This is an optimization exercise on Yosys and OpenROAD, whose aim is small area, not a production implementation.
In this exercise RTL edits were held to simulation tests only and were not proved equivalent to the original.
Power is estimated from default activity; no workload was simulated.

## UNIT_FINAL
module UNIT_FINAL(clk, reset, tr1, tr2, tr3, tr4, ov, uv, TEM, db, col1, col2, col3, col4,
            ad_in, adclk, cs_n, K_1, K_2, K_3, K_4, K_5, rcvd, sent,
            LED1, LED2, LED3, LED4, LED5, LED6, LED7, LED8, LED9, LED10);
	input	clk;
	input	reset;
	input	tr1, tr2, tr3, tr4;
	input	ov, db, uv, TEM;
	input	col1, col2, col3, col4;
	input	rcvd;
	input	ad_in;
	output	adclk, cs_n;
	output	sent;
	output	K_1, K_2, K_3, K_4, K_5;
	output	LED1, LED2, LED3, LED4, LED5, LED6, LED7, LED8, LED9, LED10;
	reg		LED1, LED2, LED3, LED4, LED5, LED6, LED7, LED8, LED9, LED10;
	reg		K_1, K_2, K_3, K_4;
	assign	K_5 = 1'b0;
	function [8:0] lfsr9;
		input [8:0] s;
		lfsr9 = {s[7:0], ~(s[8] ^ s[4])};
	endfunction
	function [13:0] lfsr14;
		input [13:0] s;
		lfsr14 = {s[12:0], ~(s[13] ^ s[4] ^ s[2] ^ s[0])};
	endfunction
	function [14:0] lfsr15;
		input [14:0] s;
		lfsr15 = {s[13:0], ~(s[14] ^ s[13])};
	endfunction
	function [15:0] updn16;
		input [15:0] v;
		input up;
		integer i;
		reg c;
		begin
		c = 1'b1;
		for(i = 0; i < 16; i = i + 1)
			begin
  ...
For scale: ~1,800 cells after synthesis, ~360 flip-flops, ~34 I/O pins.
Settings: LEC_CHECK=0, CAP_MARGIN=20, CORE_MARGIN=2, CORE_UTILIZATION=65, CTS_BUF_LIST=sky130_fd_sc_hd__clkbuf_8, CTS_CLUSTER_DIAMETER=60, CTS_CLUSTER_SIZE=16, GPL_TIMING_DRIVEN=0, SLEW_MARGIN=20; clock period 6.0 ns.
standard.sh (not shown) runs the stock make flow with config.mk's settings and CLKGATE_MAP_FILE= SYNTH_SCRIPT=/design/flow/synth_recipe.tcl, a recipe that flattens the netlist after the stock synthesis.
==> flow/flow/run.sh <==
#!/bin/bash
# Layout flow: the standard ORFS flow, with synthesis mapped for area.
# Synthesis runs the standard script (standard.sh synth, synth_recipe.tcl)
# with three ORFS settings changed:
#  - ABC_AREA=1 with an area-only ABC script (flow/abc_area.script),
#  - ADDER_MAP_FILE empty: no full/half-adder cell extraction,
#  - SYNTH_OPERATIONS_ARGS set: no Kogge-Stone carry-lookahead mapping.
# Registers are mapped by dfflibmap before ABC, exactly as in the
# standard synthesis. After synthesis the standard flow runs, with the
# clock tree built without dummy loads (flow/cts_args) and buf_1 cells
# as the input and output port buffers.
set -euo pipefail
S="$PWD/scripts_area"
rm -rf "$S"
cp -r "$FLOW_HOME/scripts" "$S"
cp flow/abc_area.script "$S/abc_area.script"
bash standard.sh SCRIPTS_DIR="$S" ABC_AREA=1 ADDER_MAP_FILE= \
    SYNTH_OPERATIONS_ARGS=-nofsm synth > synth.log 2>&1
bash standard.sh "CTS_ARGS=$(cat flow/cts_args)" \
    "BUFFER_PORTS_ARGS=-buffer_cell sky130_fd_sc_hd__buf_1" > layout.log 2>&1
==> flow/flow/abc_area.script <==
strash
dc2
dc2
dch -f
amap -m -F 2 -A 8
topo
stime -c
==> flow/flow/cts_args <==
-sink_clustering_enable -repair_clock_nets -sink_clustering_size 16 -sink_clustering_max_diameter 60 -buf_list sky130_fd_sc_hd__clkbuf_8 -dont_use_dummy_load
Next try:
--- a/flow/config.mk
+++ b/flow/config.mk
@@ -8 +8 @@
-export CAP_MARGIN = 20
+export CAP_MARGIN = 0
@@ -15 +15 @@
-export SLEW_MARGIN = 20
+export SLEW_MARGIN = 0
Global-route usage stays flat.
Final cell count barely changes.
Sequential share of layout area hardly moves.
Routed wire length falls by 0.95%.
Combinational power hardly moves.
Setup slack improved by 6.4 ps.
Power hardly moves.
Die area stays the same.
Register-to-register slack stays flat.
Utilization drops by 0.13 points.
Next try:
--- a/flow/flow/run.sh
+++ b/flow/flow/run.sh
@@ -9,3 +9 @@
-# standard synthesis. After synthesis the standard flow runs, with the
-# clock tree built without dummy loads (flow/cts_args) and buf_1 cells
-# as the input and output port buffers.
+# standard synthesis. Everything after synthesis is the standard flow.
@@ -19,2 +17 @@
-bash standard.sh "CTS_ARGS=$(cat flow/cts_args)" \
-    "BUFFER_PORTS_ARGS=-buffer_cell sky130_fd_sc_hd__buf_1" > layout.log 2>&1
+bash standard.sh > layout.log 2>&1
--- a/flow/config.mk
+++ b/flow/config.mk
@@ -8 +8 @@
-export CAP_MARGIN = 0
+export CAP_MARGIN = 20
@@ -10 +10 @@
-export CORE_UTILIZATION = 65
+export CORE_UTILIZATION = 55
@@ -14,2 +14 @@
-export GPL_TIMING_DRIVEN = 0
-export SLEW_MARGIN = 0
+export SLEW_MARGIN = 20
removed: flow/flow/cts_args
- worst hold slack improves by 54 ps
- total power is higher by 7.2%
- core utilization goes down by 9.4 points
- first-iteration DRC count went down by about 21%
- wire length went up by about 4.3%
- design area grows by 3.0%
- clock power grows by 33%
Next try:
--- a/flow/flow/run.sh
+++ b/flow/flow/run.sh
@@ -9 +9,2 @@
-# standard synthesis. Everything after synthesis is the standard flow.
+# standard synthesis. After synthesis the standard flow runs, with the
+# clock tree built without dummy loads (flow/cts_args).
@@ -17 +18 @@
-bash standard.sh > layout.log 2>&1
+bash standard.sh "CTS_ARGS=$(cat flow/cts_args)" > layout.log 2>&1
==> flow/flow/cts_args (new file) <==
-sink_clustering_enable -repair_clock_nets -sink_clustering_size 16 -sink_clustering_max_diameter 60 -buf_list sky130_fd_sc_hd__clkbuf_8 -dont_use_dummy_load
What happened: Global-route usage barely changes. Synthesized cell count is unchanged. Clock power decreases by about a fifth. Clock skew rises by 16 ps. Final area drops slightly. Worst setup slack got worse by 53 ps. Die area stays the same. Synthesized area does not change. Routed wire length barely changes. Via count goes down slightly.
Next try:
--- a/flow/flow/run.sh
+++ b/flow/flow/run.sh
@@ -5 +5,2 @@
-#  - ABC_AREA=1 with an area-only ABC script (flow/abc_area.script),
+#  - ABC_AREA=1 with an area-only ABC script (flow/abc_area.script:
+#    deepsyn logic restructuring, then area-only cell mapping),
@@ -10 +11,2 @@
-# clock tree built without dummy loads (flow/cts_args).
+# clock tree built without dummy loads (flow/cts_args) and buf_1 cells
+# as the input and output port buffers.
@@ -18 +20,2 @@
-bash standard.sh "CTS_ARGS=$(cat flow/cts_args)" > layout.log 2>&1
+bash standard.sh "CTS_ARGS=$(cat flow/cts_args)" \
+    "BUFFER_PORTS_ARGS=-buffer_cell sky130_fd_sc_hd__buf_1" > layout.log 2>&1
==> flow/flow/abc_area.script (replaced) <==
strash
&get -n
&deepsyn -T 120
&put
dch -f
amap -m -F 2 -A 8
topo
stime -c
--- a/flow/config.mk
+++ b/flow/config.mk
@@ -8 +8 @@
-export CAP_MARGIN = 20
+export CAP_MARGIN = 0
@@ -10 +10 @@
-export CORE_UTILIZATION = 55
+export CORE_UTILIZATION = 65
@@ -14 +14,2 @@
-export SLEW_MARGIN = 20
+export GPL_TIMING_DRIVEN = 0
+export SLEW_MARGIN = 0
The new run passed the timing, DRC and antenna checks.
Critical path depth goes down by 1.
Final cell count falls by 5.0%.
Die area came out lower by 17%.
Setup slack gets worse by 120 ps.
Non-clock buffer count drops by 6.
Sequential share of layout area grows by 2.0 points.
Utilization rises by 9.4 points.
Total power decreases by 1.0%.
Global-route usage climbs by 3.0 points.
Fmax decreases by 2.4%.
Next try:
--- a/flow/flow/run.sh
+++ b/flow/flow/run.sh
@@ -5,2 +5 @@
-#  - ABC_AREA=1 with an area-only ABC script (flow/abc_area.script:
-#    deepsyn logic restructuring, then area-only cell mapping),
+#  - ABC_AREA=1 with an area-only ABC script (flow/abc_area.script),
==> flow/flow/abc_area.script (replaced) <==
strash
dc2
dc2
dch -f
amap -m -F 2 -A 8
topo
stime -c
==> flow/flow/cts_args (replaced) <==
-sink_clustering_enable -repair_clock_nets -sink_clustering_size 30 -sink_clustering_max_diameter 100 -buf_list sky130_fd_sc_hd__clkbuf_16 -dont_use_dummy_load
--- a/flow/config.mk
+++ b/flow/config.mk
@@ -8 +8 @@
-export CAP_MARGIN = 0
+export CAP_MARGIN = 20
@@ -15 +15 @@
-export SLEW_MARGIN = 0
+export SLEW_MARGIN = 20
After rerunning:
- core utilization is higher by 1.2 points
- die area increases by 2.5%
- clock skew decreases by 64 ps

## port drivers added, routing unchanged
No port has a modelled driver above. Below, the same layouts with a new extraction and two added sets of constraints.
Step 1 (the two cells are an assumption about what drives the block):
set clk [get_ports {clk}]
set_driving_cell -lib_cell sky130_fd_sc_hd__clkbuf_16 $clk
set_driving_cell -lib_cell sky130_fd_sc_hd__buf_2 [delete_from_list [all_inputs] $clk]
Step 2 adds t to the input delays and takes it off the output delays; t is the mean of the earliest and latest rising clock arrival at the registers after step 1. Input paths then give back, and output paths get back, about the clock's delay inside the block.
a / b / c = ideal / step 1 / step 2; a / b = the first two.
run	t, ns	setup slack, ns	worst hold slack (ns)	slew at the worst register clock pin (ns)
the first run	0.639	0.765 / 0.765 / 0.765	0.122 / 0.122 / 0.122	0.10 / 0.10
the second run	0.631	0.772 / 0.772 / 0.772	0.123 / 0.123 / 0.123	0.11 / 0.11
the third run	0.665	1.064 / 1.064 / 1.064	0.177 / 0.177 / 0.177	0.11 / 0.11
the fourth run	0.647	1.011 / 1.011 / 1.011	0.180 / 0.180 / 0.180	0.10 / 0.10
the fifth run	0.629	0.887 / 0.887 / 0.887	0.178 / 0.178 / 0.178	0.10 / 0.10
the sixth run	0.543	0.767 / 0.767 / 0.767	0.129 / 0.129 / 0.129	0.11 / 0.11
After both steps every run listed still meets setup and hold.
